This design comes from an exercise in tuning for small area on the open sky130 flow, not from production work.
The RTL was checked by simulation tests, not by an equivalence proof against the original design.
Power is estimated from default activity; no workload was simulated.

## flow/config.mk

```make
export PLATFORM = sky130hd
export DESIGN_NAME = HART_DISPLAY
export DESIGN_NICKNAME = HART_DISPLAY
export VERILOG_FILES = /design/flow/design.v
export SDC_FILE = /design/flow/constraint.sdc
export NUM_CORES = 4
export LEC_CHECK = 0
export CAP_MARGIN = 20
export CORE_MARGIN = 2
export CORE_UTILIZATION = 40
export CTS_BUF_LIST = sky130_fd_sc_hd__clkbuf_8
export SLEW_MARGIN = 20
```

## flow/constraint.sdc

```tcl
create_clock -name core_clock -period 10.0 [get_ports {clk}]
set_input_delay 2.0000 -clock core_clock [delete_from_list [all_inputs] [get_ports {clk}]]
set_output_delay 2.0000 -clock core_clock [all_outputs]
set_load 0.01 [all_outputs]
```

## flow/design.v

```verilog
module	square_object	(
	input	logic	clk,
	input	logic	resetN,
	input 	logic signed	[10:0] pixelX,
	input 	logic signed	[10:0] pixelY,
	input 	logic signed	[10:0] topLeftX,
	input 	logic	signed [10:0] topLeftY,
	output 	logic	[3:0] row,         
	output 	logic	[3:0] col,         
	output 	logic	[4:0] pix_code,    
	output	logic	drawingRequest     
);
parameter  int OBJECT_WIDTH_X = 512;
parameter  int OBJECT_HEIGHT_Y = 416;
wire [11:0] pXe = {pixelX[10], pixelX}, tXe = {topLeftX[10], topLeftX};
wire [11:0] pYe = {pixelY[10], pixelY}, tYe = {topLeftY[10], topLeftY};
wire [12:0] cX, cY;
wire signed [11:0] dX, dY;
assign cX[0] = 1'b1;
assign cY[0] = 1'b1;
genvar gi;
for (gi = 0; gi < 12; gi++) begin : g_sub
	assign dX[gi] = pXe[gi] ^ ~tXe[gi] ^ cX[gi];
	assign cX[gi+1] = (pXe[gi] & ~tXe[gi]) | (pXe[gi] & cX[gi]) | (~tXe[gi] & cX[gi]);
	assign dY[gi] = pYe[gi] ^ ~tYe[gi] ^ cY[gi];
	assign cY[gi+1] = (pYe[gi] & ~tYe[gi]) | (pYe[gi] & cY[gi]) | (~tYe[gi] & cY[gi]);
end
wire insideBracket = (dX >= 0) && (dX < OBJECT_WIDTH_X) && (dY >= 0) && (dY < OBJECT_HEIGHT_Y);
wire [4:0] code_now;
coin_lut lut (.a({dY[4:0], dX[4:0]}), .q(code_now));
always_ff@(posedge clk or negedge resetN)
begin
	if(!resetN)
		drawingRequest	<=	1'b0;
	else
		drawingRequest	<=	insideBracket;
end
always_ff@(posedge clk)
begin
	row      <= dY[8:5];
	col      <= dX[8:5];
	pix_code <= code_now;
end
endmodule
module coin_lut(a, q);
  input [9:0] a;
  wire [9:0] a;
  output [4:0] q;
  wire [4:0] q;
  wire _000_;
  wire _001_;
  wire _002_;
  wire _003_;
  wire _004_;
  wire _005_;
  wire _006_;
  wire _007_;
  wire _008_;
  wire _009_;
  wire _010_;
  wire _011_;
  wire _012_;
  wire _013_;
  wire _014_;
  wire _015_;
  wire _016_;
  wire _017_;
  wire _018_;
  wire _019_;
  wire _020_;
  wire _021_;
  wire _022_;
  wire _023_;
  wire _024_;
  wire _025_;
  wire _026_;
  wire _027_;
  wire _028_;
  wire _029_;
  wire _030_;
  wire _031_;
  wire _032_;
  wire _033_;
  wire _034_;
  wire _035_;
  wire _036_;
  wire _037_;
  wire _038_;
  wire _039_;
  wire _040_;
  wire _041_;
  wire _042_;
  wire _043_;
  wire _044_;
  wire _045_;
  wire _046_;
  wire _047_;
  wire _048_;
  wire _049_;
  wire _050_;
  wire _051_;
  wire _052_;
  wire _053_;
  wire _054_;
  wire _055_;
  wire _056_;
  wire _057_;
  wire _058_;
  wire _059_;
  wire _060_;
  wire _061_;
  wire _062_;
  wire _063_;
  wire _064_;
  wire _065_;
  wire _066_;
  wire _067_;
  wire _068_;
  wire _069_;
  wire _070_;
  wire _071_;
  wire _072_;
  wire _073_;
  wire _074_;
  wire _075_;
  wire _076_;
  wire _077_;
  wire _078_;
  wire _079_;
  wire _080_;
  wire _081_;
  wire _082_;
  wire _083_;
  wire _084_;
  wire _085_;
  wire _086_;
  wire _087_;
  wire _088_;
  wire _089_;
  wire _090_;
  wire _091_;
  wire _092_;
  wire _093_;
  wire _094_;
  wire _095_;
  wire _096_;
  wire _097_;
  wire _098_;
  wire _099_;
  wire _100_;
  wire _101_;
  wire _102_;
  wire _103_;
  wire _104_;
  wire _105_;
  wire _106_;
  wire _107_;
  wire _108_;
  wire _109_;
  wire _110_;
  wire _111_;
  wire _112_;
  wire _113_;
  wire _114_;
  wire _115_;
  wire _116_;
  wire _117_;
  wire _118_;
  wire _119_;
  wire _120_;
  wire _121_;
  wire _122_;
  wire _123_;
  wire _124_;
  wire _125_;
  wire _126_;
  wire _127_;
  wire _128_;
  wire _129_;
  wire _130_;
  wire _131_;
  wire _132_;
  wire _133_;
  wire _134_;
  wire _135_;
  wire _136_;
  wire _137_;
  wire _138_;
  wire _139_;
  wire _140_;
  wire _141_;
  wire _142_;
  wire _143_;
  wire _144_;
  wire _145_;
  wire _146_;
  wire _147_;
  wire _148_;
  wire _149_;
  wire _150_;
  wire _151_;
  wire _152_;
  wire _153_;
  wire _154_;
  wire _155_;
  wire _156_;
  wire _157_;
  wire _158_;
  wire _159_;
  wire _160_;
  wire _161_;
  wire _162_;
  wire _163_;
  wire _164_;
  wire _165_;
  wire _166_;
  wire _167_;
  wire _168_;
  wire _169_;
  wire _170_;
  wire _171_;
  wire _172_;
  wire _173_;
  wire _174_;
  wire _175_;
  wire _176_;
  wire _177_;
  wire _178_;
  wire _179_;
  wire _180_;
  wire _181_;
  wire _182_;
  wire _183_;
  wire _184_;
  wire _185_;
  wire _186_;
  wire _187_;
  wire _188_;
  wire _189_;
  wire _190_;
  wire _191_;
  wire _192_;
  wire _193_;
  wire _194_;
  wire _195_;
  wire _196_;
  wire _197_;
  wire _198_;
  wire _199_;
  wire _200_;
  wire _201_;
  wire _202_;
  wire _203_;
  wire _204_;
  wire _205_;
  wire _206_;
  wire _207_;
  wire _208_;
  wire _209_;
  wire _210_;
  wire _211_;
  wire _212_;
  wire _213_;
  wire _214_;
  wire _215_;
  wire _216_;
  wire _217_;
  wire _218_;
  wire _219_;
  wire _220_;
  wire _221_;
  wire _222_;
  wire _223_;
  wire _224_;
  wire _225_;
  wire _226_;
  wire _227_;
  wire _228_;
  wire _229_;
  wire _230_;
  wire _231_;
  wire _232_;
  wire _233_;
  wire _234_;
  wire _235_;
  wire _236_;
  wire _237_;
  wire _238_;
  wire _239_;
  assign _059_ = 4'h8 >> a[6:5];
  assign _070_ = 4'h4 >> a[8:7];
  assign _081_ = 4'h4 >> a[4:3];
  assign _092_ = 4'h8 >> { a[1], a[2] };
  assign _102_ = 4'h8 >> a[1:0];
  assign _113_ = 4'h1 >> { _102_, a[2] };
  assign _124_ = 4'h2 >> { _113_, a[5] };
  assign _134_ = 4'h1 >> { _124_, _092_ };
  assign _145_ = 4'h2 >> { _134_, a[6] };
  assign _156_ = 4'h2 >> { _145_, _081_ };
  assign _166_ = 4'h2 >> { a[1], a[6] };
  assign _167_ = 4'h1 >> { _166_, _113_ };
  assign _168_ = 4'h2 >> { _167_, a[5] };
  assign _169_ = 4'h2 >> a[4:3];
  assign _170_ = 4'h4 >> { a[1], a[6] };
  assign _171_ = 4'h1 >> { _170_, a[2] };
  assign _172_ = 4'h4 >> { a[0], a[6] };
  assign _173_ = 4'h2 >> { _172_, _171_ };
  assign _174_ = 4'h2 >> { _173_, _169_ };
  assign _175_ = 4'h4 >> { _174_, _168_ };
  assign _176_ = 4'h1 >> a[1:0];
  assign _177_ = 4'h8 >> { _176_, a[4] };
  assign _178_ = 4'h1 >> a[6:5];
  assign _179_ = 4'h4 >> { _178_, a[2] };
  assign _180_ = 4'h8 >> { _179_, _177_ };
  assign _181_ = 4'h1 >> { _180_, _175_ };
  assign _182_ = 4'h4 >> { _181_, _156_ };
  assign _183_ = 4'h2 >> { _182_, _070_ };
  assign _184_ = 4'h2 >> { a[1], a[4] };
  assign _185_ = 4'h4 >> { _184_, a[2] };
  assign _186_ = 4'h4 >> { _092_, a[4] };
  assign _187_ = 4'h1 >> { _186_, _185_ };
  assign _188_ = 4'h1 >> { _187_, a[3] };
  assign _189_ = 4'h4 >> { _188_, _102_ };
  assign _190_ = 4'h8 >> { _102_, a[3] };
  assign _191_ = 4'h8 >> { _190_, a[4] };
  assign _192_ = 4'h1 >> { _191_, _189_ };
  assign _193_ = 4'h1 >> { _192_, a[6] };
  assign _194_ = 4'h4 >> a[3:2];
  assign _195_ = 4'h1 >> { a[0], a[4] };
  assign _196_ = 4'h2 >> { a[1], a[5] };
  assign _197_ = 4'h8 >> { _196_, _195_ };
  assign _198_ = 4'h4 >> a[1:0];
  assign _199_ = 4'h8 >> { _196_, a[0] };
  assign _200_ = 4'h1 >> { _199_, _198_ };
  assign _201_ = 4'h2 >> { a[0], a[5] };
  assign _202_ = 4'h2 >> { _201_, a[4] };
  assign _203_ = 4'h4 >> { _202_, _200_ };
  assign _204_ = 4'h1 >> { _203_, _197_ };
  assign _205_ = 4'h2 >> { _204_, _194_ };
  assign _206_ = 4'h8 >> { _205_, a[0] };
  assign _207_ = 4'h1 >> { _206_, _193_ };
  assign _208_ = 4'h1 >> { _207_, _172_ };
  assign _209_ = 4'h8 >> { a[0], a[5] };
  assign _210_ = 4'h1 >> { _209_, a[6] };
  assign _211_ = 4'h1 >> { _169_, _081_ };
  assign _212_ = 4'h4 >> { _211_, _184_ };
  assign _213_ = 4'h4 >> { _212_, _210_ };
  assign _214_ = 4'h2 >> { _213_, a[7] };
  assign _215_ = 4'h4 >> { _214_, _208_ };
  assign _216_ = 4'h1 >> { _178_, _059_ };
  assign _217_ = 4'h8 >> { _190_, a[2] };
  assign _218_ = 4'h4 >> { _217_, _216_ };
  assign _219_ = 4'h1 >> a[3:2];
  assign _220_ = 4'h1 >> { _219_, a[7] };
  assign _221_ = 4'h4 >> { _220_, _218_ };
  assign _222_ = 4'h1 >> { _221_, _215_ };
  assign _223_ = 4'h1 >> { _194_, _186_ };
  assign _224_ = 4'h8 >> { _223_, _211_ };
  assign _225_ = 4'h1 >> { _224_, _222_ };
  assign _226_ = 4'h4 >> { _216_, a[1] };
  assign _227_ = 4'h8 >> { _178_, a[1] };
  assign _228_ = 4'h1 >> { _227_, _102_ };
  assign _229_ = 4'h4 >> { _228_, _226_ };
  assign _230_ = 4'h2 >> { _229_, _081_ };
  assign _231_ = 4'h1 >> { _230_, _225_ };
  assign _232_ = 4'h4 >> a[9:8];
  assign _233_ = 4'h4 >> { _232_, _231_ };
  assign _234_ = 4'h1 >> { _233_, _183_ };
  assign _235_ = 4'h1 >> { _234_, _059_ };
  assign _236_ = 4'h4 >> { a[0], a[5] };
  assign _237_ = 4'h8 >> { _236_, _169_ };
  assign _238_ = 4'h1 >> { _188_, a[8] };
  assign _239_ = 4'h1 >> { _238_, a[0] };
  assign _000_ = 4'h1 >> { _239_, a[7] };
  assign _001_ = 4'h2 >> { _175_, a[8] };
  assign _002_ = 4'h1 >> { _001_, _000_ };
  assign _003_ = 4'h1 >> { _002_, _237_ };
  assign _004_ = 4'h1 >> { _176_, _172_ };
  assign _005_ = 4'h4 >> { _004_, a[4] };
  assign _006_ = 4'h2 >> { _102_, _059_ };
  assign _007_ = 4'h1 >> { _006_, _171_ };
  assign _008_ = 4'h4 >> { _007_, _005_ };
  assign _009_ = 4'h8 >> { _008_, _188_ };
  assign _010_ = 4'h2 >> { _009_, a[7] };
  assign _011_ = 4'h2 >> { _010_, a[1] };
  assign _012_ = 4'h1 >> { _011_, _205_ };
  assign _013_ = 4'h2 >> { _012_, a[9] };
  assign _014_ = 4'h4 >> { _013_, _003_ };
  assign _015_ = 4'h4 >> { _014_, _235_ };
  assign _016_ = 4'h1 >> { _201_, _194_ };
  assign _017_ = 4'h2 >> { _016_, _193_ };
  assign _018_ = 4'h1 >> { a[0], a[5] };
  assign _019_ = 4'h8 >> { _018_, a[6] };
  assign _020_ = 4'h8 >> { _019_, _188_ };
  assign _021_ = 4'h1 >> { _020_, _017_ };
  assign _022_ = 4'h8 >> a[8:7];
  assign _023_ = 4'h4 >> { _022_, a[9] };
  assign _024_ = 4'h4 >> { _023_, _124_ };
  assign _025_ = 4'h4 >> { _024_, _021_ };
  assign _026_ = 4'h8 >> { _205_, _070_ };
  assign _027_ = 4'h1 >> { _237_, _081_ };
  assign _028_ = 4'h1 >> { _019_, _176_ };
  assign _029_ = 4'h2 >> { _028_, a[2] };
  assign _030_ = 4'h2 >> { _166_, a[0] };
  assign _031_ = 4'h8 >> { _030_, _171_ };
  assign _032_ = 4'h1 >> { _031_, _029_ };
  assign _033_ = 4'h1 >> { _032_, _027_ };
  assign _034_ = 4'h2 >> a[8:7];
  assign _035_ = 4'h8 >> { _169_, a[2] };
  assign _036_ = 4'h8 >> { _035_, _176_ };
  assign _037_ = 4'h8 >> { _081_, a[2] };
  assign _038_ = 4'h8 >> { _037_, _198_ };
  assign _039_ = 4'h1 >> { _038_, a[5] };
  assign _040_ = 4'h4 >> { _039_, _036_ };
  assign _041_ = 4'h2 >> { _040_, _034_ };
  assign _042_ = 4'h8 >> { _041_, _033_ };
  assign _043_ = 4'h1 >> { _042_, _026_ };
  assign _044_ = 4'h2 >> { _043_, _216_ };
  assign _045_ = 4'h4 >> { _044_, a[9] };
  assign _046_ = 4'h1 >> { _045_, _025_ };
  assign q[3] = 4'hb >> { _046_, _015_ };
  assign _047_ = 4'h2 >> { _176_, a[2] };
  assign _048_ = 4'h2 >> { _113_, _081_ };
  assign _049_ = 4'h4 >> { _048_, _047_ };
  assign _050_ = 4'h8 >> { _198_, a[2] };
  assign _051_ = 4'h8 >> { _050_, _169_ };
  assign _052_ = 4'h1 >> { _051_, a[6] };
  assign _053_ = 4'h4 >> { _052_, _049_ };
  assign _054_ = 4'h1 >> { _053_, a[9] };
  assign _055_ = 4'h1 >> { _054_, _015_ };
  assign _056_ = 4'h8 >> { _037_, _102_ };
  assign _057_ = 4'h8 >> { _194_, a[1] };
  assign _058_ = 4'h8 >> { _057_, _195_ };
  assign _060_ = 4'h1 >> { _058_, _056_ };
  assign _061_ = 4'h8 >> { _060_, _059_ };
  assign _062_ = 4'h2 >> { _061_, _041_ };
  assign _063_ = 4'h8 >> { _209_, _070_ };
  assign _064_ = 4'h8 >> { _063_, _188_ };
  assign _065_ = 4'h1 >> { _064_, _062_ };
  assign _066_ = 4'h1 >> { _065_, _055_ };
  assign _067_ = 4'h4 >> { _219_, a[0] };
  assign _068_ = 4'h1 >> { _067_, _217_ };
  assign _069_ = 4'h2 >> { _068_, a[6] };
  assign _071_ = 4'h8 >> { _069_, _203_ };
  assign _072_ = 4'h1 >> { _071_, _017_ };
  assign _073_ = 4'h2 >> { _072_, _023_ };
  assign _074_ = 4'h2 >> { _202_, a[6] };
  assign _075_ = 4'h8 >> { _074_, _189_ };
  assign _076_ = 4'h2 >> { _188_, _172_ };
  assign _077_ = 4'h1 >> { _076_, _236_ };
  assign _078_ = 4'h4 >> { _077_, _075_ };
  assign _079_ = 4'h1 >> { _018_, _081_ };
  assign _080_ = 4'h1 >> { _037_, a[8] };
  assign _082_ = 4'h4 >> { _080_, _079_ };
  assign _083_ = 4'h4 >> { _082_, _078_ };
  assign _084_ = 4'h2 >> a[6:5];
  assign _085_ = 4'h4 >> { _084_, _060_ };
  assign _086_ = 4'h1 >> { _085_, _033_ };
  assign _087_ = 4'h2 >> { _184_, a[8] };
  assign _088_ = 4'h4 >> { _087_, _086_ };
  assign _089_ = 4'h1 >> { _088_, _083_ };
  assign _090_ = 4'h4 >> { a[9], a[7] };
  assign _091_ = 4'h4 >> { _090_, _089_ };
  assign _093_ = 4'h1 >> { _091_, _073_ };
  assign q[2] = 4'hb >> { _093_, _066_ };
  assign _094_ = 4'h8 >> { _193_, _181_ };
  assign _095_ = 4'h2 >> { _069_, _022_ };
  assign _096_ = 4'h4 >> { _095_, _094_ };
  assign _097_ = 4'h4 >> { _194_, _124_ };
  assign _098_ = 4'h4 >> { _034_, _178_ };
  assign _099_ = 4'h4 >> { _098_, _097_ };
  assign _100_ = 4'h1 >> { _050_, _195_ };
  assign _101_ = 4'h1 >> { _100_, a[6] };
  assign _103_ = 4'h8 >> { _236_, _092_ };
  assign _104_ = 4'h1 >> { _103_, _172_ };
  assign _105_ = 4'h1 >> { _104_, _186_ };
  assign _106_ = 4'h1 >> { _105_, _101_ };
  assign _107_ = 4'h8 >> { _106_, _099_ };
  assign _108_ = 4'h1 >> { _107_, _070_ };
  assign _109_ = 4'h4 >> { _194_, a[1] };
  assign _110_ = 4'h4 >> { _109_, a[6] };
  assign _111_ = 4'h1 >> { _110_, _212_ };
  assign _112_ = 4'h4 >> { _111_, _108_ };
  assign _114_ = 4'h1 >> { _006_, _196_ };
  assign _115_ = 4'h2 >> { _195_, a[8] };
  assign _116_ = 4'h4 >> { _115_, _114_ };
  assign _117_ = 4'h4 >> { _116_, _193_ };
  assign _118_ = 4'h1 >> { _117_, _112_ };
  assign _119_ = 4'h4 >> { _118_, _096_ };
  assign _120_ = 4'h1 >> { _119_, _224_ };
  assign _121_ = 4'h4 >> { _120_, a[9] };
  assign _122_ = 4'h2 >> { _121_, _234_ };
  assign _123_ = 4'h1 >> { _120_, a[9] };
  assign q[1] = 4'h1 >> { _123_, _122_ };
  assign _125_ = 4'h2 >> { _200_, _193_ };
  assign _126_ = 4'h2 >> { _125_, _232_ };
  assign _127_ = 4'h4 >> { _008_, _177_ };
  assign _128_ = 4'h2 >> { _127_, _099_ };
  assign _129_ = 4'h1 >> { _128_, _126_ };
  assign _130_ = 4'h1 >> { _017_, _213_ };
  assign _131_ = 4'h2 >> { _130_, a[7] };
  assign _132_ = 4'h1 >> { _192_, a[5] };
  assign _133_ = 4'h8 >> { _132_, _213_ };
  assign _135_ = 4'h1 >> { _133_, _131_ };
  assign _136_ = 4'h4 >> { _135_, _129_ };
  assign _137_ = 4'h2 >> { a[0], a[3] };
  assign _138_ = 4'h2 >> { _137_, _059_ };
  assign _139_ = 4'h8 >> { _137_, _166_ };
  assign _140_ = 4'h1 >> { _139_, _109_ };
  assign _141_ = 4'h4 >> { _140_, _138_ };
  assign _142_ = 4'h2 >> { _033_, _178_ };
  assign _143_ = 4'h1 >> { _142_, a[9] };
  assign _144_ = 4'h4 >> { _143_, _044_ };
  assign _146_ = 4'h1 >> { _144_, _141_ };
  assign _147_ = 4'h2 >> { _178_, a[9] };
  assign _148_ = 4'h4 >> { _147_, _060_ };
  assign _149_ = 4'h2 >> { _212_, _070_ };
  assign _150_ = 4'h4 >> { _149_, _148_ };
  assign _151_ = 4'h4 >> { _150_, _146_ };
  assign _152_ = 4'h8 >> { _132_, _004_ };
  assign _153_ = 4'h1 >> { _067_, _191_ };
  assign _154_ = 4'h2 >> { _153_, _084_ };
  assign _155_ = 4'h2 >> { _154_, _023_ };
  assign _157_ = 4'h4 >> { _155_, _075_ };
  assign _158_ = 4'h4 >> { _157_, _152_ };
  assign _159_ = 4'h1 >> { _158_, _151_ };
  assign _160_ = 4'h4 >> { _159_, _136_ };
  assign q[0] = 4'he >> { _160_, _224_ };
  assign _161_ = 4'h1 >> { _059_, a[7] };
  assign _162_ = 4'h2 >> { _178_, a[7] };
  assign _163_ = 4'h1 >> { _162_, _161_ };
  assign _164_ = 4'h8 >> { _163_, _191_ };
  assign _165_ = 4'h1 >> { _164_, _123_ };
  assign q[4] = 4'h1 >> { _165_, _122_ };
endmodule
module random 	
 ( 
	input	logic  clk,
	input	logic  resetN, 
	input	logic	 rise,
	output logic unsigned [SIZE_BITS-1:0] dout	
  ) ;
parameter SIZE_BITS = 8;
parameter unsigned MIN_VAL = 0;   
parameter unsigned MAX_VAL = 255;
	logic unsigned  [SIZE_BITS-1:0] counter ;
	logic rise_d  ;
always_ff @(posedge clk or negedge resetN) begin
		if (!resetN) begin
			dout <= (MAX_VAL+MIN_VAL)/2;
			counter <= MIN_VAL;
			rise_d <= 1'b0;
		end
		else begin
			counter <= counter+1;
			if ( counter >= MAX_VAL )  
				counter <=  MIN_VAL ;  
			rise_d <= rise;
			if (rise && !rise_d)  
				dout <= counter;
		end
	end
endmodule
module GridMatrixBitMap (
	input  logic       clk,
	input  logic       resetN,
	input  logic [3:0] row,
	input  logic [3:0] col,
	input  logic [4:0] pix_code,
	input  logic       in_box,
	input  logic       random,
	input  logic       coin_collision,
	output logic       drawingRequest,
	output logic [7:0] RGBout,
	output logic       coin_collect
);
localparam logic [255:0] M0COIN = 256'b0000000000000000000000000000000000000000000000001111011111110101111101101111010111110001111101011111011111110111111101100011111011000110001111101100000000000000111111111011111011111110111000001111111010111110111111101011111011111110100000111111111000001111;
localparam logic [255:0] M1COIN = 256'b0000000000000000000000000000000000000000000000001111011011110111111101101111011111110000111101111111011111110111111101100011111011000111001111101100000000111110111111111011111011111111101111101111111110111110111111111011111011111111100000011111111111111111;
localparam logic [255:0] M0WALL = 256'b0000000000000000000000000000000000000000000000000000100000001010000010010000101000001110000010100000100000001000000010011100000100111001110000010011111111111111000000000100000100000001000111110000000101000001000000010100000100000001011111000000000111110000;
localparam logic [255:0] M1WALL = 256'b0000000000000000000000000000000000000000000000000000100100001000000010010000100000001111000010000000100000001000000010011100000100111000110000010011111111000001000000000100000100000000010000010000000001000001000000000100000100000000011111100000000000000000;
logic random_cs;    
logic valid;        
logic [164:0] eaten;
logic [4:0] out_code;
wire  [7:0] cidx = {row, col};
wire [12:0] rsel;
wire [15:0] csel;
genvar gi;
for (gi = 0; gi < 13; gi++) begin : g_r assign rsel[gi] = (row == gi); end
for (gi = 0; gi < 16; gi++) begin : g_c assign csel[gi] = (col == gi); end
wire [12:0] row_eaten;
assign row_eaten[0] = (csel[0] & ~eaten[0]) | (csel[1] & ~eaten[1]) | (csel[2] & ~eaten[2]) | (csel[3] & ~eaten[3]) | (csel[4] & ~eaten[4]) | (csel[5] & ~eaten[5]) | (csel[6] & ~eaten[6]) | (csel[7] & ~eaten[7]) | (csel[8] & ~eaten[8]) | (csel[9] & ~eaten[9]) | (csel[10] & ~eaten[10]) | (csel[11] & ~eaten[11]) | (csel[12] & ~eaten[12]) | (csel[13] & ~eaten[13]) | (csel[14] & ~eaten[14]) | (csel[15] & ~eaten[15]);
assign row_eaten[1] = (csel[0] & ~eaten[16]) | (csel[1] & ~eaten[17]) | (csel[7] & ~eaten[18]) | (csel[8] & ~eaten[19]) | (csel[9] & ~eaten[20]) | (csel[10] & ~eaten[21]) | (csel[11] & ~eaten[22]) | (csel[12] & ~eaten[23]) | (csel[13] & ~eaten[24]) | (csel[14] & ~eaten[25]) | (csel[15] & ~eaten[26]);
assign row_eaten[2] = (csel[1] & ~eaten[27]) | (csel[2] & ~eaten[28]) | (csel[3] & ~eaten[29]) | (csel[4] & ~eaten[30]) | (csel[5] & ~eaten[31]) | (csel[7] & ~eaten[32]) | (csel[8] & ~eaten[33]) | (csel[9] & ~eaten[34]) | (csel[10] & ~eaten[35]) | (csel[11] & ~eaten[36]) | (csel[12] & ~eaten[37]) | (csel[13] & ~eaten[38]) | (csel[14] & ~eaten[39]) | (csel[15] & ~eaten[40]);
assign row_eaten[3] = (csel[1] & ~eaten[41]) | (csel[2] & ~eaten[42]) | (csel[3] & ~eaten[43]) | (csel[4] & ~eaten[44]) | (csel[5] & ~eaten[45]) | (csel[7] & ~eaten[46]) | (csel[8] & ~eaten[47]) | (csel[9] & ~eaten[48]) | (csel[10] & ~eaten[49]) | (csel[11] & ~eaten[50]) | (csel[12] & ~eaten[51]) | (csel[13] & ~eaten[52]) | (csel[14] & ~eaten[53]) | (csel[15] & ~eaten[54]);
assign row_eaten[4] = (csel[1] & ~eaten[55]) | (csel[2] & ~eaten[56]) | (csel[3] & ~eaten[57]) | (csel[4] & ~eaten[58]) | (csel[5] & ~eaten[59]) | (csel[6] & ~eaten[60]) | (csel[7] & ~eaten[61]) | (csel[8] & ~eaten[62]) | (csel[9] & ~eaten[63]) | (csel[10] & ~eaten[64]) | (csel[11] & ~eaten[65]) | (csel[12] & ~eaten[66]) | (csel[13] & ~eaten[67]) | (csel[14] & ~eaten[68]) | (csel[15] & ~eaten[69]);
assign row_eaten[5] = (csel[1] & ~eaten[70]) | (csel[2] & ~eaten[71]) | (csel[3] & ~eaten[72]) | (csel[4] & ~eaten[73]) | (csel[5] & ~eaten[74]) | (csel[7] & ~eaten[75]) | (csel[8] & ~eaten[76]) | (csel[9] & ~eaten[77]) | (csel[10] & ~eaten[78]) | (csel[11] & ~eaten[79]) | (csel[12] & ~eaten[80]) | (csel[13] & ~eaten[81]) | (csel[14] & ~eaten[82]) | (csel[15] & ~eaten[83]);
assign row_eaten[6] = (csel[1] & ~eaten[84]) | (csel[2] & ~eaten[85]) | (csel[3] & ~eaten[86]) | (csel[4] & ~eaten[87]) | (csel[5] & ~eaten[88]) | (csel[14] & ~eaten[89]) | (csel[15] & ~eaten[90]);
assign row_eaten[7] = (csel[1] & ~eaten[91]) | (csel[2] & ~eaten[92]) | (csel[3] & ~eaten[93]) | (csel[4] & ~eaten[94]) | (csel[5] & ~eaten[95]) | (csel[8] & ~eaten[96]) | (csel[9] & ~eaten[97]) | (csel[10] & ~eaten[98]) | (csel[14] & ~eaten[99]) | (csel[15] & ~eaten[100]);
assign row_eaten[8] = (csel[1] & ~eaten[101]) | (csel[2] & ~eaten[102]) | (csel[3] & ~eaten[103]) | (csel[4] & ~eaten[104]) | (csel[5] & ~eaten[105]) | (csel[9] & ~eaten[106]) | (csel[10] & ~eaten[107]) | (csel[12] & ~eaten[108]) | (csel[13] & ~eaten[109]) | (csel[14] & ~eaten[110]) | (csel[15] & ~eaten[111]);
assign row_eaten[9] = (csel[0] & ~eaten[112]) | (csel[1] & ~eaten[113]) | (csel[2] & ~eaten[114]) | (csel[4] & ~eaten[115]) | (csel[5] & ~eaten[116]) | (csel[6] & ~eaten[117]) | (csel[7] & ~eaten[118]) | (csel[8] & ~eaten[119]) | (csel[9] & ~eaten[120]) | (csel[10] & ~eaten[121]) | (csel[12] & ~eaten[122]) | (csel[13] & ~eaten[123]) | (csel[14] & ~eaten[124]) | (csel[15] & ~eaten[125]);
assign row_eaten[10] = (csel[0] & ~eaten[126]) | (csel[1] & ~eaten[127]) | (csel[2] & ~eaten[128]) | (csel[4] & ~eaten[129]) | (csel[5] & ~eaten[130]) | (csel[6] & ~eaten[131]) | (csel[7] & ~eaten[132]) | (csel[8] & ~eaten[133]) | (csel[12] & ~eaten[134]) | (csel[13] & ~eaten[135]) | (csel[14] & ~eaten[136]) | (csel[15] & ~eaten[137]);
assign row_eaten[11] = (csel[0] & ~eaten[138]) | (csel[1] & ~eaten[139]) | (csel[2] & ~eaten[140]) | (csel[4] & ~eaten[141]) | (csel[5] & ~eaten[142]) | (csel[6] & ~eaten[143]) | (csel[7] & ~eaten[144]) | (csel[9] & ~eaten[145]) | (csel[10] & ~eaten[146]) | (csel[12] & ~eaten[147]) | (csel[13] & ~eaten[148]) | (csel[14] & ~eaten[149]) | (csel[15] & ~eaten[150]);
assign row_eaten[12] = (csel[0] & ~eaten[151]) | (csel[1] & ~eaten[152]) | (csel[2] & ~eaten[153]) | (csel[4] & ~eaten[154]) | (csel[5] & ~eaten[155]) | (csel[6] & ~eaten[156]) | (csel[7] & ~eaten[157]) | (csel[8] & ~eaten[158]) | (csel[9] & ~eaten[159]) | (csel[10] & ~eaten[160]) | (csel[12] & ~eaten[161]) | (csel[13] & ~eaten[162]) | (csel[14] & ~eaten[163]) | (csel[15] & ~eaten[164]);
wire eaten_sel = |(rsel & row_eaten);
wire coin_m  = random_cs ? M1COIN[cidx] : M0COIN[cidx];
wire wall_m  = random_cs ? M1WALL[cidx] : M0WALL[cidx];
wire is_coin = in_box & ~eaten_sel & coin_m;
wire is_wall = in_box & ~eaten_sel & wall_m;
wire eat     = is_coin & coin_collision;
wire clr     = ~valid | (random != random_cs);
wire [12:0] wrow = rsel & {13{eat}};
always_ff @(posedge clk) begin
	coin_collect <= eat;
	eaten[0] <= (eaten[0] | clr) & ~(wrow[0] & csel[0]);
	eaten[1] <= (eaten[1] | clr) & ~(wrow[0] & csel[1]);
	eaten[2] <= (eaten[2] | clr) & ~(wrow[0] & csel[2]);
	eaten[3] <= (eaten[3] | clr) & ~(wrow[0] & csel[3]);
	eaten[4] <= (eaten[4] | clr) & ~(wrow[0] & csel[4]);
	eaten[5] <= (eaten[5] | clr) & ~(wrow[0] & csel[5]);
	eaten[6] <= (eaten[6] | clr) & ~(wrow[0] & csel[6]);
	eaten[7] <= (eaten[7] | clr) & ~(wrow[0] & csel[7]);
	eaten[8] <= (eaten[8] | clr) & ~(wrow[0] & csel[8]);
	eaten[9] <= (eaten[9] | clr) & ~(wrow[0] & csel[9]);
	eaten[10] <= (eaten[10] | clr) & ~(wrow[0] & csel[10]);
	eaten[11] <= (eaten[11] | clr) & ~(wrow[0] & csel[11]);
	eaten[12] <= (eaten[12] | clr) & ~(wrow[0] & csel[12]);
	eaten[13] <= (eaten[13] | clr) & ~(wrow[0] & csel[13]);
	eaten[14] <= (eaten[14] | clr) & ~(wrow[0] & csel[14]);
	eaten[15] <= (eaten[15] | clr) & ~(wrow[0] & csel[15]);
	eaten[16] <= (eaten[16] | clr) & ~(wrow[1] & csel[0]);
	eaten[17] <= (eaten[17] | clr) & ~(wrow[1] & csel[1]);
	eaten[18] <= (eaten[18] | clr) & ~(wrow[1] & csel[7]);
	eaten[19] <= (eaten[19] | clr) & ~(wrow[1] & csel[8]);
	eaten[20] <= (eaten[20] | clr) & ~(wrow[1] & csel[9]);
	eaten[21] <= (eaten[21] | clr) & ~(wrow[1] & csel[10]);
	eaten[22] <= (eaten[22] | clr) & ~(wrow[1] & csel[11]);
	eaten[23] <= (eaten[23] | clr) & ~(wrow[1] & csel[12]);
	eaten[24] <= (eaten[24] | clr) & ~(wrow[1] & csel[13]);
	eaten[25] <= (eaten[25] | clr) & ~(wrow[1] & csel[14]);
	eaten[26] <= (eaten[26] | clr) & ~(wrow[1] & csel[15]);
	eaten[27] <= (eaten[27] | clr) & ~(wrow[2] & csel[1]);
	eaten[28] <= (eaten[28] | clr) & ~(wrow[2] & csel[2]);
	eaten[29] <= (eaten[29] | clr) & ~(wrow[2] & csel[3]);
	eaten[30] <= (eaten[30] | clr) & ~(wrow[2] & csel[4]);
	eaten[31] <= (eaten[31] | clr) & ~(wrow[2] & csel[5]);
	eaten[32] <= (eaten[32] | clr) & ~(wrow[2] & csel[7]);
	eaten[33] <= (eaten[33] | clr) & ~(wrow[2] & csel[8]);
	eaten[34] <= (eaten[34] | clr) & ~(wrow[2] & csel[9]);
	eaten[35] <= (eaten[35] | clr) & ~(wrow[2] & csel[10]);
	eaten[36] <= (eaten[36] | clr) & ~(wrow[2] & csel[11]);
	eaten[37] <= (eaten[37] | clr) & ~(wrow[2] & csel[12]);
	eaten[38] <= (eaten[38] | clr) & ~(wrow[2] & csel[13]);
	eaten[39] <= (eaten[39] | clr) & ~(wrow[2] & csel[14]);
	eaten[40] <= (eaten[40] | clr) & ~(wrow[2] & csel[15]);
	eaten[41] <= (eaten[41] | clr) & ~(wrow[3] & csel[1]);
	eaten[42] <= (eaten[42] | clr) & ~(wrow[3] & csel[2]);
	eaten[43] <= (eaten[43] | clr) & ~(wrow[3] & csel[3]);
	eaten[44] <= (eaten[44] | clr) & ~(wrow[3] & csel[4]);
	eaten[45] <= (eaten[45] | clr) & ~(wrow[3] & csel[5]);
	eaten[46] <= (eaten[46] | clr) & ~(wrow[3] & csel[7]);
	eaten[47] <= (eaten[47] | clr) & ~(wrow[3] & csel[8]);
	eaten[48] <= (eaten[48] | clr) & ~(wrow[3] & csel[9]);
	eaten[49] <= (eaten[49] | clr) & ~(wrow[3] & csel[10]);
	eaten[50] <= (eaten[50] | clr) & ~(wrow[3] & csel[11]);
	eaten[51] <= (eaten[51] | clr) & ~(wrow[3] & csel[12]);
	eaten[52] <= (eaten[52] | clr) & ~(wrow[3] & csel[13]);
	eaten[53] <= (eaten[53] | clr) & ~(wrow[3] & csel[14]);
	eaten[54] <= (eaten[54] | clr) & ~(wrow[3] & csel[15]);
	eaten[55] <= (eaten[55] | clr) & ~(wrow[4] & csel[1]);
	eaten[56] <= (eaten[56] | clr) & ~(wrow[4] & csel[2]);
	eaten[57] <= (eaten[57] | clr) & ~(wrow[4] & csel[3]);
	eaten[58] <= (eaten[58] | clr) & ~(wrow[4] & csel[4]);
	eaten[59] <= (eaten[59] | clr) & ~(wrow[4] & csel[5]);
	eaten[60] <= (eaten[60] | clr) & ~(wrow[4] & csel[6]);
	eaten[61] <= (eaten[61] | clr) & ~(wrow[4] & csel[7]);
	eaten[62] <= (eaten[62] | clr) & ~(wrow[4] & csel[8]);
	eaten[63] <= (eaten[63] | clr) & ~(wrow[4] & csel[9]);
	eaten[64] <= (eaten[64] | clr) & ~(wrow[4] & csel[10]);
	eaten[65] <= (eaten[65] | clr) & ~(wrow[4] & csel[11]);
	eaten[66] <= (eaten[66] | clr) & ~(wrow[4] & csel[12]);
	eaten[67] <= (eaten[67] | clr) & ~(wrow[4] & csel[13]);
	eaten[68] <= (eaten[68] | clr) & ~(wrow[4] & csel[14]);
	eaten[69] <= (eaten[69] | clr) & ~(wrow[4] & csel[15]);
	eaten[70] <= (eaten[70] | clr) & ~(wrow[5] & csel[1]);
	eaten[71] <= (eaten[71] | clr) & ~(wrow[5] & csel[2]);
	eaten[72] <= (eaten[72] | clr) & ~(wrow[5] & csel[3]);
	eaten[73] <= (eaten[73] | clr) & ~(wrow[5] & csel[4]);
	eaten[74] <= (eaten[74] | clr) & ~(wrow[5] & csel[5]);
	eaten[75] <= (eaten[75] | clr) & ~(wrow[5] & csel[7]);
	eaten[76] <= (eaten[76] | clr) & ~(wrow[5] & csel[8]);
	eaten[77] <= (eaten[77] | clr) & ~(wrow[5] & csel[9]);
	eaten[78] <= (eaten[78] | clr) & ~(wrow[5] & csel[10]);
	eaten[79] <= (eaten[79] | clr) & ~(wrow[5] & csel[11]);
	eaten[80] <= (eaten[80] | clr) & ~(wrow[5] & csel[12]);
	eaten[81] <= (eaten[81] | clr) & ~(wrow[5] & csel[13]);
	eaten[82] <= (eaten[82] | clr) & ~(wrow[5] & csel[14]);
	eaten[83] <= (eaten[83] | clr) & ~(wrow[5] & csel[15]);
	eaten[84] <= (eaten[84] | clr) & ~(wrow[6] & csel[1]);
	eaten[85] <= (eaten[85] | clr) & ~(wrow[6] & csel[2]);
	eaten[86] <= (eaten[86] | clr) & ~(wrow[6] & csel[3]);
	eaten[87] <= (eaten[87] | clr) & ~(wrow[6] & csel[4]);
	eaten[88] <= (eaten[88] | clr) & ~(wrow[6] & csel[5]);
	eaten[89] <= (eaten[89] | clr) & ~(wrow[6] & csel[14]);
	eaten[90] <= (eaten[90] | clr) & ~(wrow[6] & csel[15]);
	eaten[91] <= (eaten[91] | clr) & ~(wrow[7] & csel[1]);
	eaten[92] <= (eaten[92] | clr) & ~(wrow[7] & csel[2]);
	eaten[93] <= (eaten[93] | clr) & ~(wrow[7] & csel[3]);
	eaten[94] <= (eaten[94] | clr) & ~(wrow[7] & csel[4]);
	eaten[95] <= (eaten[95] | clr) & ~(wrow[7] & csel[5]);
	eaten[96] <= (eaten[96] | clr) & ~(wrow[7] & csel[8]);
	eaten[97] <= (eaten[97] | clr) & ~(wrow[7] & csel[9]);
	eaten[98] <= (eaten[98] | clr) & ~(wrow[7] & csel[10]);
	eaten[99] <= (eaten[99] | clr) & ~(wrow[7] & csel[14]);
	eaten[100] <= (eaten[100] | clr) & ~(wrow[7] & csel[15]);
	eaten[101] <= (eaten[101] | clr) & ~(wrow[8] & csel[1]);
	eaten[102] <= (eaten[102] | clr) & ~(wrow[8] & csel[2]);
	eaten[103] <= (eaten[103] | clr) & ~(wrow[8] & csel[3]);
	eaten[104] <= (eaten[104] | clr) & ~(wrow[8] & csel[4]);
	eaten[105] <= (eaten[105] | clr) & ~(wrow[8] & csel[5]);
	eaten[106] <= (eaten[106] | clr) & ~(wrow[8] & csel[9]);
	eaten[107] <= (eaten[107] | clr) & ~(wrow[8] & csel[10]);
	eaten[108] <= (eaten[108] | clr) & ~(wrow[8] & csel[12]);
	eaten[109] <= (eaten[109] | clr) & ~(wrow[8] & csel[13]);
	eaten[110] <= (eaten[110] | clr) & ~(wrow[8] & csel[14]);
	eaten[111] <= (eaten[111] | clr) & ~(wrow[8] & csel[15]);
	eaten[112] <= (eaten[112] | clr) & ~(wrow[9] & csel[0]);
	eaten[113] <= (eaten[113] | clr) & ~(wrow[9] & csel[1]);
	eaten[114] <= (eaten[114] | clr) & ~(wrow[9] & csel[2]);
	eaten[115] <= (eaten[115] | clr) & ~(wrow[9] & csel[4]);
	eaten[116] <= (eaten[116] | clr) & ~(wrow[9] & csel[5]);
	eaten[117] <= (eaten[117] | clr) & ~(wrow[9] & csel[6]);
	eaten[118] <= (eaten[118] | clr) & ~(wrow[9] & csel[7]);
	eaten[119] <= (eaten[119] | clr) & ~(wrow[9] & csel[8]);
	eaten[120] <= (eaten[120] | clr) & ~(wrow[9] & csel[9]);
	eaten[121] <= (eaten[121] | clr) & ~(wrow[9] & csel[10]);
	eaten[122] <= (eaten[122] | clr) & ~(wrow[9] & csel[12]);
	eaten[123] <= (eaten[123] | clr) & ~(wrow[9] & csel[13]);
	eaten[124] <= (eaten[124] | clr) & ~(wrow[9] & csel[14]);
	eaten[125] <= (eaten[125] | clr) & ~(wrow[9] & csel[15]);
	eaten[126] <= (eaten[126] | clr) & ~(wrow[10] & csel[0]);
	eaten[127] <= (eaten[127] | clr) & ~(wrow[10] & csel[1]);
	eaten[128] <= (eaten[128] | clr) & ~(wrow[10] & csel[2]);
	eaten[129] <= (eaten[129] | clr) & ~(wrow[10] & csel[4]);
	eaten[130] <= (eaten[130] | clr) & ~(wrow[10] & csel[5]);
	eaten[131] <= (eaten[131] | clr) & ~(wrow[10] & csel[6]);
	eaten[132] <= (eaten[132] | clr) & ~(wrow[10] & csel[7]);
	eaten[133] <= (eaten[133] | clr) & ~(wrow[10] & csel[8]);
	eaten[134] <= (eaten[134] | clr) & ~(wrow[10] & csel[12]);
	eaten[135] <= (eaten[135] | clr) & ~(wrow[10] & csel[13]);
	eaten[136] <= (eaten[136] | clr) & ~(wrow[10] & csel[14]);
	eaten[137] <= (eaten[137] | clr) & ~(wrow[10] & csel[15]);
	eaten[138] <= (eaten[138] | clr) & ~(wrow[11] & csel[0]);
	eaten[139] <= (eaten[139] | clr) & ~(wrow[11] & csel[1]);
	eaten[140] <= (eaten[140] | clr) & ~(wrow[11] & csel[2]);
	eaten[141] <= (eaten[141] | clr) & ~(wrow[11] & csel[4]);
	eaten[142] <= (eaten[142] | clr) & ~(wrow[11] & csel[5]);
	eaten[143] <= (eaten[143] | clr) & ~(wrow[11] & csel[6]);
	eaten[144] <= (eaten[144] | clr) & ~(wrow[11] & csel[7]);
	eaten[145] <= (eaten[145] | clr) & ~(wrow[11] & csel[9]);
	eaten[146] <= (eaten[146] | clr) & ~(wrow[11] & csel[10]);
	eaten[147] <= (eaten[147] | clr) & ~(wrow[11] & csel[12]);
	eaten[148] <= (eaten[148] | clr) & ~(wrow[11] & csel[13]);
	eaten[149] <= (eaten[149] | clr) & ~(wrow[11] & csel[14]);
	eaten[150] <= (eaten[150] | clr) & ~(wrow[11] & csel[15]);
	eaten[151] <= (eaten[151] | clr) & ~(wrow[12] & csel[0]);
	eaten[152] <= (eaten[152] | clr) & ~(wrow[12] & csel[1]);
	eaten[153] <= (eaten[153] | clr) & ~(wrow[12] & csel[2]);
	eaten[154] <= (eaten[154] | clr) & ~(wrow[12] & csel[4]);
	eaten[155] <= (eaten[155] | clr) & ~(wrow[12] & csel[5]);
	eaten[156] <= (eaten[156] | clr) & ~(wrow[12] & csel[6]);
	eaten[157] <= (eaten[157] | clr) & ~(wrow[12] & csel[7]);
	eaten[158] <= (eaten[158] | clr) & ~(wrow[12] & csel[8]);
	eaten[159] <= (eaten[159] | clr) & ~(wrow[12] & csel[9]);
	eaten[160] <= (eaten[160] | clr) & ~(wrow[12] & csel[10]);
	eaten[161] <= (eaten[161] | clr) & ~(wrow[12] & csel[12]);
	eaten[162] <= (eaten[162] | clr) & ~(wrow[12] & csel[13]);
	eaten[163] <= (eaten[163] | clr) & ~(wrow[12] & csel[14]);
	eaten[164] <= (eaten[164] | clr) & ~(wrow[12] & csel[15]);
end
always_ff @(posedge clk or negedge resetN) begin
	if (!resetN) begin
		out_code  <= 5'd0;    
		random_cs <= 1'b0;
		valid     <= 1'b0;
	end else begin
		valid     <= 1'b1;
		random_cs <= random;
		if (is_wall)
			out_code <= 5'd20;    
		else if (is_coin)
			out_code <= pix_code;
		else
			out_code <= 5'd1;    
	end
end
always_comb begin
	case (out_code)
		5'd0: RGBout = 8'h00;
		5'd1: RGBout = 8'hff;
		5'd2: RGBout = 8'hf0;
		5'd3: RGBout = 8'hf5;
		5'd4: RGBout = 8'h20;
		5'd5: RGBout = 8'h64;
		5'd6: RGBout = 8'hf4;
		5'd7: RGBout = 8'hd1;
		5'd8: RGBout = 8'hf1;
		5'd9: RGBout = 8'h6d;
		5'd10: RGBout = 8'h24;
		5'd11: RGBout = 8'had;
		5'd12: RGBout = 8'hda;
		5'd13: RGBout = 8'hac;
		5'd14: RGBout = 8'hdf;
		5'd15: RGBout = 8'hb6;
		5'd16: RGBout = 8'h84;
		5'd17: RGBout = 8'hb1;
		5'd18: RGBout = 8'h8d;
		5'd19: RGBout = 8'hdb;
		5'd20: RGBout = 8'h03;
		default: RGBout = 8'hff;
	endcase
end
assign drawingRequest = (out_code != 5'd1);
endmodule
module	HART_DISPLAY	(
					input	logic	clk,
					input	logic	resetN,
					input	logic	[10:0] pixelX,
					input	logic	[10:0] pixelY,
					input	logic	[10:0] topLeftX,
					input	logic	[10:0] topLeftY,
					input	logic	coin_collision,
					input	logic	star,
					output	logic	[7:0] hartRGB,
					output	logic	HartDrawingRequest,
					output	logic	coin_collect
);
logic	[3:0] row;
logic	[3:0] col;
logic	[4:0] pix_code;
logic	boxHartDrawingRequest;
logic	rand_bit;
square_object #(
	.OBJECT_WIDTH_X(512),
	.OBJECT_HEIGHT_Y(416)
) inst11 (
	.clk(clk),
	.resetN(resetN),
	.pixelX(pixelX),
	.pixelY(pixelY),
	.topLeftX(topLeftX),
	.topLeftY(topLeftY),
	.row(row),
	.col(col),
	.pix_code(pix_code),
	.drawingRequest(boxHartDrawingRequest)
);
random #(
	.SIZE_BITS(1),
	.MIN_VAL(0),
	.MAX_VAL(1)
) inst1 (
	.clk(clk),
	.resetN(resetN),
	.rise(star),
	.dout(rand_bit)
);
GridMatrixBitMap inst (
	.clk(clk),
	.resetN(resetN),
	.row(row),
	.col(col),
	.pix_code(pix_code),
	.in_box(boxHartDrawingRequest),
	.random(rand_bit),
	.coin_collision(coin_collision),
	.drawingRequest(HartDrawingRequest),
	.RGBout(hartRGB),
	.coin_collect(coin_collect)
);
endmodule
```

## flow/flow/run.sh

```bash
#!/bin/bash
# Layout flow: the standard ORFS flow, except that
#  - synthesis maps the logic with an area-oriented abc script (flow/abc_area.script)
#    instead of ORFS's delay-oriented one; everything else in synthesis (the
#    registers, their names and cells) is the standard synthesis;
#  - port buffers are buf_1 cells.
# Each step's output goes to a log file here (and ORFS's own logs under orfs/logs).
set -euo pipefail
W=$(pwd)
ABC_SCRIPT=$W/flow/abc_area.script

# synthesis script: synth_recipe.tcl, sourcing a copy of ORFS's synth.tcl whose
# abc call uses our script (abc_args starts with "-script <ORFS script>")
sed 's|log_cmd abc {\*}$abc_args|log_cmd abc -script '"$ABC_SCRIPT"' {*}[lrange $abc_args 2 end]|' \
  "$FLOW_HOME/scripts/synth.tcl" > "$W/synth_area.tcl"
grep -q "abc -script $ABC_SCRIPT" "$W/synth_area.tcl"
sed 's|\$::env(SCRIPTS_DIR)/synth.tcl|'"$W"'/synth_area.tcl|' synth_recipe.tcl > "$W/flow_synth.tcl"
grep -q "$W/synth_area.tcl" "$W/flow_synth.tcl"

bash standard.sh SYNTH_SCRIPT="$W/flow_synth.tcl" synth > "$W/synth.log" 2>&1
bash standard.sh BUFFER_PORTS_ARGS="-buffer_cell sky130_fd_sc_hd__buf_1" finish > "$W/layout.log" 2>&1
```

## flow/flow/abc_area.script

```
strash
dch
amap
topo
```

## flow/standard.sh

```bash
#!/bin/bash
# synth_recipe.tcl (not shown) runs the flow's synth.tcl, then flattens the netlist and writes it again
# the make line also repeats each setting of config.mk as NAME=value (left out here)
make -C /OpenROAD-flow-scripts/flow DESIGN_CONFIG=/design/flow/config.mk WORK_HOME=/design/flow/orfs CLKGATE_MAP_FILE= SYNTH_SCRIPT=/design/flow/synth_recipe.tcl "${@:-finish}"
```

==> out/metrics.cfg <==
[run_status]
status=timing/DRC/antenna clean

[clocking]
htreeDepth=4
cts_tree=done
cts-buffers-inserted=17
cts_hold_repair.buffers=0
post-cts-setup-buffer-count=0
path_clk_slew_ps=100
clock_path_buffers=2
root_buffer=clkbuf_8
cts_sinks=190
post_cts_resized=0
clk_latency_ps=480

[synthesis]
synth.area.top_cells=dfxtp_1, o22a_1, nor2_1
postSynth.asyncResetShare=0.0579
synthMuxAreaShare=0
synthAdderAreaFrac=0.0778
ys_warn_count=3
synth_edf_count=0
synth_top_area_cell=dfxtp_1
synth_top_family_by_area=compound AO/OA/AOI/OAI gates
synthXorXnorAreaFrac=0
synth_compound_area_frac=0.307
yosys.area_share.simple=0.136
synthFlopType=dfxtp_1
synth_commonest_cells=dfxtp_1, o22a_1, nor2_1
synth_cell_type_count=47
synth_top_area_frac=0.408
ys_ff_latch=190
avgSynthCellArea_um2=9.35
yosysMostFrequentCell=dfxtp_1
synthesis.instances=939
synthesis.area_um2=8780
syn_nets=1029
seq_area_frac_synth=0.440

[layout]
finalNetCount=1121
drive_gt1_frac=0.0469
layout-area-overhead-vs-synth_pct=13.1
antenna_cells=0

[floorplan]
die_w_um=152
core_um2=21700
design.die.area_um2=23100
fp-row-count=54
start_util=0.405
die_y_um=152
ios=58

[critical_path]
slowest_delay_ps=550
critPathSlowestCell=fa_1
crit_top_cell=clkinv_1
cp-end-kind=flip-flop
worstPathRequired_ps=10350
path_max_fanout=6
path_class=in -> reg
cp-start-kind=primary input
cp.arrival_ps=7000
cp_num_buf_inv=7
path_delay_family=compound AO/OA/AOI/OAI gates

[global_routing]
grt-ovfl-total=0
antenna_found_initial=0
grt_pass1_wl_um=39000
grt_max_degree=100
grt_pass1_vias=7356
grt_usage=0.207

[timing]
finalHoldViolCount=0
slew_headroom=0.292
fin_worst_skew_ps=27.9
rsz0062_at_grt=no
drv_slew=0
tightestPinTransition_ps=1060
setup_ws_ps=3350
finalCriticalPeriod_ps=6650
fin_setup_tns_ps=0
finalCritPeriodShare=0.665
finalSetupViolCount=0
fmax_mhz=150

[placement]
place.gp.congestion=0.956
post-place-ws_ps=2930
dp_hpwl_um=16300
port_buffers=57

[power]
clkPwrFrac=0.314
switching_share=0.358
p_sw_mw=0.617
intPower_mw=1.11
p_leak_nw=3.10
comb_power_share=0.224
peakVddDrop_uv=77.2
power_frac_seq=0.462
power_density_nw_per_um2=174

[routing]
firstDrtPassIters=5
via_per_inst=5.92
dr.first_iter.drc_count=616
postRouteAntennaNets=0
route.detailed.drc=0
routed_wl_um=23800
num_vias=7842
wl_per_cell_um=18.0

[worst_hold_path]
min_path_type=reg -> reg

[flow_run]
cap_violations=0

final cells by class:
class	count	area (um^2)
fill	2133	11800
multi-input combinational	657	4590
inverter	92	345
tap	280	350
sequential	190	3860
clock inverter	15	215
timing repair buffer	73	334
clock buffer	17	234
logic make-up after synthesis:
family,count (synthesis)
buffers and inverters,92
adder cells (fa/ha/maj),42
other,1
AO/OA/AOI/OAI,347
flip-flops,190
AND/OR/NAND/NOR,267
per-stage QoR:
step / area [um^2] / utilization / power [mW] / cells / hold WS [ps]
after CTS: 9930 / 0.458 / 1.73 / 1324 / 459
after global routing: 9930 / 0.458 / 1.82 / 1324 / 470
after detailed placement: 9480 / 0.437 / 1.19 / 1292 / 441
final: 9930 / 0.458 / 1.72 / 1324 / 450
after floorplan: 8780 / - / 1.06 / 939 / 382
after global placement: 9480 / 0.437 / 1.20 / 1292 / 429
cells in the final DEF (no fill, tap or decap), types with 11 or more instances in the layout:
cell type	instances
nand2_1	37
clkinv_1	92
fa_1	21
dfrtp_1	11
buf_1	57
o22a_1	172
nor4_1	23
o22ai_1	53
nor3_1	27
ha_1	21
nor2_1	139
buf_4	16
clkbuf_8	17
o21ai_0	33
a21oi_1	18
dfxtp_1	179
nand3_1	13
final timing paths:
kind	to	cells past startpoint	start	slack [ps]
worst max-delay path	inst11.pix_code[2]	25	pixelX[0]	3350
worst min-delay path	inst.out_code[2]	2	inst11.pix_code[2]	450
worst max register to register	inst.eaten[59]	14	inst11.col[3]	3550
worst min register to register	inst.out_code[2]	2	inst11.pix_code[2]	450
max in group asynchronous	inst.valid	1	resetN	7990
min in group asynchronous	inst11.drawingRequest	1	resetN	1540
registers in the layout (all words and copies together), names as in the netlist:
signal,cells
inst.coin_collect,1
inst.eaten,165
inst.out_code,5
inst.random_cs,1
inst.valid,1
inst1.counter,1
inst1.dout,1
inst1.rise_d,1
inst11.col,4
inst11.drawingRequest,1
inst11.pix_code,5
inst11.row,4
worst min-delay path, stage by stage, from the launching register on:
cell and delay (ps):
dfxtp_1 310, clkinv_1 30, o21ai_0 70
power by group through the flow:
stage / Clock (mW) / Combinational (mW) / Sequential (mW)
global placement: 0 / 0.390 / 0.813
global route: 0.590 / 0.427 / 0.800
CTS: 0.555 / 0.380 / 0.795
floorplan: 0 / 0.254 / 0.805
detailed placement: 0 / 0.379 / 0.813
finish: 0.542 / 0.387 / 0.796
layer usage:
layer  track usage  share of wire  up-vias  routed length [um]
li1              -              -     3766                   -
met1         0.294           0.48     3778               11500
met2         0.321           0.45      267               10600
met3        0.0401          0.054       31                1280
met4        0.0587          0.017        0                 400
met5             0              0        -                   0

## what the ideal ports hide
The results above use ideal ports. As a check the final layout listed here was re-extracted and re-timed, cells and wires unchanged.
Step 1 sets driving cells, clkbuf_16 on the clock port and buf_2 on the other inputs (assumed; they add their load-dependent delay and slew).
Step 2 moves the port delays by t, midway between the first and last clock arrival at a register: inputs arrive t later, outputs are due t later. That takes back most of the time a late clock gives input paths.
Three values: ideal, step 1, step 2; two values: the first two.
t (ns): 0.506
setup slack, ns: 3.350 / 3.371 / 2.865
hold slack, ns: 0.450 / 0.450 / 0.450
worst setup path at the end: input to register
worst data-port slew with drivers (ns): 0.04
After both steps setup and hold are still met in this run. For this run, drivers alone change the setup slack by +0.021 ns; drivers and shift together by -0.485 ns.
